What follows belongs to an exercise in optimizing a design on an open flow for small area; a production flow would make more cautious choices. Only simulation tests tie the RTL to the original design; equivalence was not proved. Power and IR drop assume default switching activity.

==> trial 45 <==
==> flow/design.v <==
module dpc_5x5(
	input			clk,
	input			reset_n,
	input			bayer_format,
	input	[7:0]	i_dpc_threshold,
	input	[2:0]	i_video_syn,
	input	[7:0]	i_data_r0,
	input	[7:0]	i_data_r1,
	input	[7:0]	i_data_r2,
	input	[7:0]	i_data_r3,
	input	[7:0]	i_data_r4,
	output	[2:0]	o_video_sync,
	output	[7:0]	o_data
);
reg		[11:0]	syn_v, syn_h, syn_d;
always @(posedge clk or negedge reset_n)
	if (~reset_n) begin
		syn_v <= 0;
		syn_h <= 0;
		syn_d <= 0;
	end else begin
		syn_v <= {syn_v[10:0], i_video_syn[2]};
		syn_d <= {syn_d[10:0], i_video_syn[1]};
		syn_h <= {syn_h[10:0], i_video_syn[0]};
	end
assign o_video_sync = {syn_v[11], syn_d[11], syn_h[11]};
wire	de_rise = syn_d[2] & ~syn_d[3];
wire	vs_fall = syn_v[3] & ~syn_v[2];
reg		odd_pixel;
reg		odd_line;
always @(posedge clk)
	if (de_rise)
		odd_pixel <= ~bayer_format;
	else if (syn_d[3])
		odd_pixel <= ~odd_pixel;
always @(posedge clk or negedge reset_n)
	if (~reset_n)
		odd_line <= 1'b0;
	else if (vs_fall)
		odd_line <= 1'b0;
	else if (de_rise)
		odd_line <= ~odd_line;
wire	g1 = odd_pixel ^ odd_line;		 
wire	[39:0]	s0 = {i_data_r4, i_data_r3, i_data_r2, i_data_r1, i_data_r0};
reg		[39:0]	s1, s2, s3, s4, s5, s6;
always @(posedge clk) begin
	s1 <= s0;
	s2 <= s1;
	s3 <= s2;
	s4 <= s3;
	s5 <= s4;
	s6 <= s5;
end
function [63:0] nbrs;
	input			g;
	input	[39:0]	c1, c2, c3, c4, c5;
	reg		[7:0]	n1, n2, n3, n4, n6, n7, n8, n9;
	begin
		n1 = g ? c2[8*(1) +: 8] : c1[8*(0) +: 8];
		n2 = c3[8*(0) +: 8];
		n3 = g ? c4[8*(1) +: 8] : c5[8*(0) +: 8];
		n4 = c1[8*(2) +: 8];
		n6 = c5[8*(2) +: 8];
		n7 = g ? c2[8*(3) +: 8] : c1[8*(4) +: 8];
		n8 = c3[8*(4) +: 8];
		n9 = g ? c4[8*(3) +: 8] : c5[8*(4) +: 8];
		nbrs = {n9, n8, n7, n6, n4, n3, n2, n1};
	end
endfunction
function [7:0] bitcol;
	input	[63:0]	x;
	input	integer	b;
	integer			k;
	begin
		for (k = 0; k < 8; k = k + 1)
			bitcol[k] = x[8*k + b];
	end
endfunction
function gt8;
	input	[7:0]	a;
	input	[7:0]	b;
	integer			k;
	begin
		gt8 = 1'b0;
		for (k = 0; k < 8; k = k + 1)
			gt8 = (a[k] & ~b[k]) | ((a[k] | ~b[k]) & gt8);
	end
endfunction
function [8:0] add8;
	input	[7:0]	a;
	input	[7:0]	b;
	input			ci;
	integer			k;
	reg				cy;
	begin
		cy = ci;
		for (k = 0; k < 8; k = k + 1) begin
			add8[k] = a[k] ^ b[k] ^ cy;
			cy = (a[k] & b[k]) | (a[k] & cy) | (b[k] & cy);
		end
		add8[8] = cy;
	end
endfunction
function [3:0] sort4;		 
	input	[3:0]	x;
	begin
		sort4[0] = |x;
		sort4[3] = &x;
		sort4[1] = (x[0] & x[1]) | (x[2] & x[3]) | ((x[0] | x[1]) & (x[2] | x[3]));
		sort4[2] = (x[0] & x[1] & (x[2] | x[3])) | (x[2] & x[3] & (x[0] | x[1]));
	end
endfunction
function th4;				 
	input	[7:0]	e;
	reg		[3:0]	p, q;
	begin
		p = sort4(e[3:0]);
		q = sort4(e[7:4]);
		th4 = p[3] | q[3] | (p[0] & q[2]) | (p[1] & q[1]) | (p[2] & q[0]);
	end
endfunction
function [16:0] mstep;		 
	input	[7:0]	hi;
	input	[7:0]	lo;
	input	[7:0]	x;
	reg		[7:0]	e;
	reg				m;
	begin
		e = hi | (x & ~lo);
		m = th4(e);
		mstep = {m, hi | (e & {8{~m}}), lo | (~e & {8{m}})};
	end
endfunction
function [17:0] mstep2;	 
	input	[7:0]	hi;
	input	[7:0]	lo;
	input	[7:0]	x1;
	input	[7:0]	x0;
	reg		[7:0]	e, e0, e1, hia, loa;
	reg				m, ma, mb, mn;
	begin
		e = hi | (x1 & ~lo);
		m = th4(e);
		e0 = e | (x0 & ~lo);
		e1 = hi | (x0 & e);
		ma = th4(e0);
		mb = th4(e1);
		mn = m ? mb : ma;
		hia = hi | (e & {8{~m}});
		loa = lo | (~e & {8{m}});
		e = m ? e1 : e0;
		mstep2 = {m, mn, hia | (e & {8{~mn}}), loa | (~e & {8{mn}})};
	end
endfunction
wire	[63:0]	w1 = nbrs(g1, s4, s3, s2, s1, s0);
wire	[7:0]	thr = i_dpc_threshold;
wire	[8:0]	u_c = {1'b0, s2[8*(2) +: 8]} + {1'b0, ~thr} + 9'd1;
wire	[8:0]	v = {1'b0, s2[8*(2) +: 8]} + {1'b0, thr} + 9'd1;
reg		[7:0]	pos;		 
reg		[3:0]	neg;		 
integer	i;
always @(*) begin
	for (i = 0; i < 8; i = i + 1)
		pos[i] = u_c[8] & gt8(u_c[7:0], w1[8*i +: 8]);
	for (i = 0; i < 4; i = i + 1)
		neg[i] = ~v[8] & gt8(w1[8*(i+4) +: 8], v[7:0]);
end
wire	dec_a = &pos;
wire	dec_b = (&pos[3:0]) & (&neg);
wire	[16:0]	q1_7 = mstep(8'h00, 8'h00, bitcol(w1, 7));
wire	[16:0]	q1_6 = mstep(q1_7[15:8], q1_7[7:0], bitcol(w1, 6));
reg		[7:0]	hi2, lo2;
reg		[7:6]	m2;
reg				a_2, b_2, g2;
reg		[5:0]	n1_2, n7_2;
always @(posedge clk) begin
	hi2 <= q1_6[15:8];
	lo2 <= q1_6[7:0];
	m2 <= {q1_7[16], q1_6[16]};
	a_2 <= dec_a;
	b_2 <= dec_b;
	g2 <= g1;
	n1_2 <= w1[5:0];
	n7_2 <= w1[45:40];
end
wire	[63:0]	w2x = nbrs(g2, s5, s4, s3, s2, s1);
wire	[63:0]	w2 = {w2x[63:48], 2'b0, n7_2, w2x[39:8], 2'b0, n1_2};
wire	[17:0]	q2_5 = mstep2(hi2, lo2, bitcol(w2, 5), bitcol(w2, 4));
wire	[16:0]	q2_3 = mstep(q2_5[15:8], q2_5[7:0], bitcol(w2, 3));
reg		[7:0]	hi3, lo3;
reg		[7:3]	m3;
reg				a_3, b_3, g3;
reg		[2:0]	n1_3, n7_3;
always @(posedge clk) begin
	hi3 <= q2_3[15:8];
	lo3 <= q2_3[7:0];
	m3 <= {m2, q2_5[17], q2_5[16], q2_3[16]};
	a_3 <= a_2;
	b_3 <= b_2;
	g3 <= g2;
	n1_3 <= n1_2[2:0];
	n7_3 <= n7_2[2:0];
end
wire	[63:0]	w3x = nbrs(g3, s6, s5, s4, s3, s2);
wire	[63:0]	w3 = {w3x[63:48], 5'b0, n7_3, w3x[39:8], 5'b0, n1_3};
wire	[16:0]	q3_2 = mstep(hi3, lo3, bitcol(w3, 2));
wire	[16:0]	q3_1 = mstep(q3_2[15:8], q3_2[7:0], bitcol(w3, 1));
wire	[16:0]	q3_0 = mstep(q3_1[15:8], q3_1[7:0], bitcol(w3, 0));
wire	[7:0]	med = {m3, q3_2[16], q3_1[16], q3_0[16]};
wire	[7:0]	c_f = s4[8*(2) +: 8];		 
wire	[7:0]	p_f = s5[8*(2) +: 8];		 
reg		[7:0]	d0, d1, d2, d3, d4, d5;
always @(posedge clk) begin
	d0 <= a_3 ? med : (b_3 ? c_f : p_f);
	d1 <= d0;
	d2 <= d1;
	d3 <= d2;
	d4 <= d3;
	d5 <= d4;
end
assign o_data = d5;
endmodule
==> flow/flow/run.sh <==
#!/bin/bash
# Layout flow: the standard synthesis, then the combinational logic of
# the synthesised netlist is mapped again (remap.tcl); registers are left
# exactly as the standard synthesis made them. The re-mapped netlist is used
# only if Yosys proves it equivalent to the standard one (check.tcl). The
# rest is the standard layout (floorplan to finish), with the port buffers
# made of the smallest buffer cell and a clock tree without dummy loads.
# Each tool writes its own log here.
set -euo pipefail
R=orfs/results/${FLOW_PLATFORM}/dpc_5x5/base

# 1. standard synthesis
bash standard.sh synth > log_synth.txt 2>&1

# 2. map the combinational logic again, keep it if proven equivalent
cp "$R/1_2_yosys.v" log_1_2_yosys_standard.v
if yosys -c flow/remap.tcl > log_remap.txt 2>&1 && yosys -c flow/check.tcl > log_check.txt 2>&1; then
	echo "re-mapped netlist proven equivalent; using it" > log_choice.txt
	cp remap_out.v "$R/1_2_yosys.v"
	rm -f "$R/1_synth.odb" "$R/1_synth.sdc"
else
	echo "re-mapped netlist not used; keeping the standard netlist" > log_choice.txt
fi

# 3. the rest of the standard layout
bash standard.sh "BUFFER_PORTS_ARGS=-buffer_cell sky130_fd_sc_hd__buf_1" "CTS_ARGS=-sink_clustering_enable -repair_clock_nets -sink_clustering_size 30 -sink_clustering_max_diameter 100 -dont_use_dummy_load" finish > log_layout.txt 2>&1
==> flow/flow/abc.constr <==
set_driving_cell sky130_fd_sc_hd__buf_1
set_load 5
==> flow/flow/check.tcl <==
# Prove that the re-mapped netlist (remap_out.v) does what the standard
# synthesis netlist does: registers and ports are paired by name, internal
# nets are not, and equiv_status fails if any pair is not proven.
yosys -import
set lib $::env(FLOW_HOME)/platforms/$::env(FLOW_PLATFORM)/lib/sky130_fd_sc_hd__tt_025C_1v80.lib
set top $::env(FLOW_TOP)

foreach {name file} [list gold log_1_2_yosys_standard.v gate remap_out.v] {
	design -reset
	read_liberty -ignore_miss_func $lib
	read_verilog $file
	hierarchy -top $top
	flatten
	async2sync
	yosys rename -hide w:_*
	opt_clean
	yosys rename $top $name
	design -stash $name
}
design -reset
design -copy-from gold -as gold gold
design -copy-from gate -as gate gate
equiv_make gold gate equiv
hierarchy -top equiv
equiv_simple -seq 2
equiv_induct -seq 2
equiv_status -assert
==> flow/flow/remap.abc <==
strash
dc2
dch
map -B 0.9
topo
stime -c
buffer -c
upsize -c
dnsize -c
==> flow/flow/remap.tcl <==
# Map the combinational part of the standard synthesis netlist again: the
# adder cells that synthesis extracted are dissolved into plain logic and
# ABC maps all logic between the registers again (a dc2 rewrite, then the
# same mapping script as the standard synthesis),
# with its delay target and constraints. Flip-flops are
# kept as cells (same names and types); only the logic between them changes.
yosys -import
set lib $::env(FLOW_HOME)/platforms/$::env(FLOW_PLATFORM)/lib/sky130_fd_sc_hd__tt_025C_1v80.lib
set top $::env(FLOW_TOP)
set net orfs/results/$::env(FLOW_PLATFORM)/dpc_5x5/base/1_2_yosys.v

read_liberty -ignore_miss_func $lib
read_verilog $net
hierarchy -top $top
# keep every sequential cell as it is
setattr -mod -set keep_hierarchy 1 sky130_fd_sc_hd__df* sky130_fd_sc_hd__edf* sky130_fd_sc_hd__sdf* sky130_fd_sc_hd__dl* sky130_fd_sc_hd__sdl*
flatten
opt_clean
stat -liberty $lib

set dont_use {}
foreach c {probe_p_8 probec_p_8 lpflow_*} { lappend dont_use -dont_use sky130_fd_sc_hd__$c }
abc -script flow/remap.abc -liberty $lib {*}$dont_use -constr flow/abc.constr -D [expr {int($::env(FLOW_PERIOD_NS) * 1000)}]
opt_clean -purge
stat -liberty $lib
select $top
write_verilog -noattr -noexpr -nohex -nodec -selected remap_out.v
==> flow/standard.sh <==
#!/bin/bash
# synth_recipe.tcl (not shown) runs the flow's synth.tcl, then flattens the netlist and writes it again
# the make line also repeats each setting of config.mk as NAME=value (left out here)
make -C /OpenROAD-flow-scripts/flow DESIGN_CONFIG=/design/flow/config.mk WORK_HOME=/design/flow/orfs CLKGATE_MAP_FILE= SYNTH_SCRIPT=/design/flow/synth_recipe.tcl "${@:-finish}"
==> flow/config.mk <==
export PLATFORM = sky130hd
export DESIGN_NAME = dpc_5x5
export DESIGN_NICKNAME = dpc_5x5
export VERILOG_FILES = /design/flow/design.v
export SDC_FILE = /design/flow/constraint.sdc
export NUM_CORES = 4
export LEC_CHECK = 0
export ABC_AREA = 1
export CAP_MARGIN = 20
export CORE_MARGIN = 2
export CORE_UTILIZATION = 40
export CTS_CLUSTER_DIAMETER = 100
export CTS_CLUSTER_SIZE = 30
export SLEW_MARGIN = 20
==> flow/constraint.sdc <==
create_clock -name core_clock -period 3.5 [get_ports {clk}]
set_input_delay 0.7000 -clock core_clock [delete_from_list [all_inputs] [get_ports {clk}]]
set_output_delay 0.7000 -clock core_clock [all_outputs]
set_load 0.01 [all_outputs]
==> build 54: changes against trial 45 <==
--- a/flow/design.v
+++ b/flow/design.v
@@ -187,12 +187,12 @@
 wire	[63:0]	w2 = {w2x[63:48], 2'b0, n7_2, w2x[39:8], 2'b0, n1_2};
-wire	[17:0]	q2_5 = mstep2(hi2, lo2, bitcol(w2, 5), bitcol(w2, 4));
-wire	[16:0]	q2_3 = mstep(q2_5[15:8], q2_5[7:0], bitcol(w2, 3));
+wire	[16:0]	q2_5 = mstep(hi2, lo2, bitcol(w2, 5));
+wire	[16:0]	q2_4 = mstep(q2_5[15:8], q2_5[7:0], bitcol(w2, 4));
 reg		[7:0]	hi3, lo3;
-reg		[7:3]	m3;
+reg		[7:4]	m3;
 reg				a_3, b_3, g3;
-reg		[2:0]	n1_3, n7_3;
-always @(posedge clk) begin
-	hi3 <= q2_3[15:8];
-	lo3 <= q2_3[7:0];
-	m3 <= {m2, q2_5[17], q2_5[16], q2_3[16]};
+reg		[3:0]	n1_3, n7_3;
+always @(posedge clk) begin
+	hi3 <= q2_4[15:8];
+	lo3 <= q2_4[7:0];
+	m3 <= {m2, q2_5[16], q2_4[16]};
 	a_3 <= a_2;
@@ -200,11 +200,10 @@
 	g3 <= g2;
-	n1_3 <= n1_2[2:0];
-	n7_3 <= n7_2[2:0];
+	n1_3 <= n1_2[3:0];
+	n7_3 <= n7_2[3:0];
 end
 wire	[63:0]	w3x = nbrs(g3, s6, s5, s4, s3, s2);
-wire	[63:0]	w3 = {w3x[63:48], 5'b0, n7_3, w3x[39:8], 5'b0, n1_3};
-wire	[16:0]	q3_2 = mstep(hi3, lo3, bitcol(w3, 2));
-wire	[16:0]	q3_1 = mstep(q3_2[15:8], q3_2[7:0], bitcol(w3, 1));
-wire	[16:0]	q3_0 = mstep(q3_1[15:8], q3_1[7:0], bitcol(w3, 0));
-wire	[7:0]	med = {m3, q3_2[16], q3_1[16], q3_0[16]};
+wire	[63:0]	w3 = {w3x[63:48], 4'b0, n7_3, w3x[39:8], 4'b0, n1_3};
+wire	[17:0]	q3_3 = mstep2(hi3, lo3, bitcol(w3, 3), bitcol(w3, 2));
+wire	[17:0]	q3_1 = mstep2(q3_3[15:8], q3_3[7:0], bitcol(w3, 1), bitcol(w3, 0));
+wire	[7:0]	med = {m3, q3_3[17], q3_3[16], q3_1[17], q3_1[16]};
 wire	[7:0]	c_f = s4[8*(2) +: 8];		 
--- a/flow/flow/run.sh
+++ b/flow/flow/run.sh
@@ -25,2 +25,2 @@
 # 3. the rest of the standard layout
-bash standard.sh "BUFFER_PORTS_ARGS=-buffer_cell sky130_fd_sc_hd__buf_1" "CTS_ARGS=-sink_clustering_enable -repair_clock_nets -sink_clustering_size 30 -sink_clustering_max_diameter 100 -dont_use_dummy_load" finish > log_layout.txt 2>&1
+bash standard.sh "BUFFER_PORTS_ARGS=-buffer_cell sky130_fd_sc_hd__buf_1" "CTS_ARGS=-sink_clustering_enable -repair_clock_nets -sink_clustering_size 18 -sink_clustering_max_diameter 80 -dont_use_dummy_load -buf_list sky130_fd_sc_hd__clkbuf_8" finish > log_layout.txt 2>&1
==> flow/flow/remap.abc (replaced) <==
strash
dc2
dch
map -D 2100
topo
stime -c
buffer -c
upsize -c
dnsize -c
--- a/flow/flow/remap.tcl
+++ b/flow/flow/remap.tcl
@@ -2,4 +2,5 @@
 # adder cells that synthesis extracted are dissolved into plain logic and
-# ABC maps all logic between the registers again (a dc2 rewrite, then the
-# same mapping script as the standard synthesis),
+# ABC maps all logic between the registers again (a dc2 rewrite, then a
+# mapping for area under a 2.1 ns required time, then the sizing steps of
+# the standard synthesis script),
 # with its delay target and constraints. Flip-flops are
CORE_UTILIZATION = 55   (was 40)
==> comparison table <==
metric                                             trial 45    build 54
Mean Syn Cell Area                                 8.56 um2    8.88 um2
Clock network power                               0.00171 W   0.00151 W
Maximum single-stage delay on the critical path     0.40 ns     0.44 ns
Result of the run                  timing/DRC/antenna clean  timing/DRC/antenna clean
Met2 wire length                                   12600 um    11400 um
Layout buffering overhead excluding clock cells       3.76%       4.30%
Iteration-0 DRC count of the detailed router            517         579
First-pass GRT wire length                         41900 um    39400 um
Power in sequential cells                         0.00407 W   0.00416 W
Chip height                                          171 um      145 um
CTS buffer count                                         14          20
Bufs and invs on worst path                               5           0
Total number of nets in the final design               1450        1384
Die boundary width                                   171 um      145 um
HPWL after detailed placement                      21400 um    19900 um
Layout sequential cell count                            304         306
Instance count on the critical path                      23          15

==> port drivers added, routing unchanged <==
In the flow no input, the clock included, has a driving cell. The finished layouts below were timed again as built, in two steps. Step 1, drivers: a clkbuf_16 drives clk and a buf_2 each remaining input, both assumed. Step 2 moves the port delays by t, midway between the first and last clock arrival at a register: inputs arrive t later, outputs are due t later. That takes back most of the time a late clock gives input paths. Slacks: no drivers / after step 1 / after step 2; pairs: no drivers / after step 1.
| run | shift t [ns] | setup WS [ns] | hold slack, ns | worst register clock-pin slew, ns |
|---|---|---|---|---|
| trial 45 | 0.530 | 0.255 / 0.255 / -0.028 | 0.273 / 0.249 / 0.328 | 0.11 / 0.11 |
| build 54 | 0.582 | 0.183 / 0.183 / 0.009 | 0.237 / 0.218 / 0.316 | 0.12 / 0.12 |
With both steps, setup timing fails in trial 45, where it was met with ideal ports. The setup slack of trial 45, which loses most, moves by 0.000 ns with the drivers and by -0.283 ns with both steps.
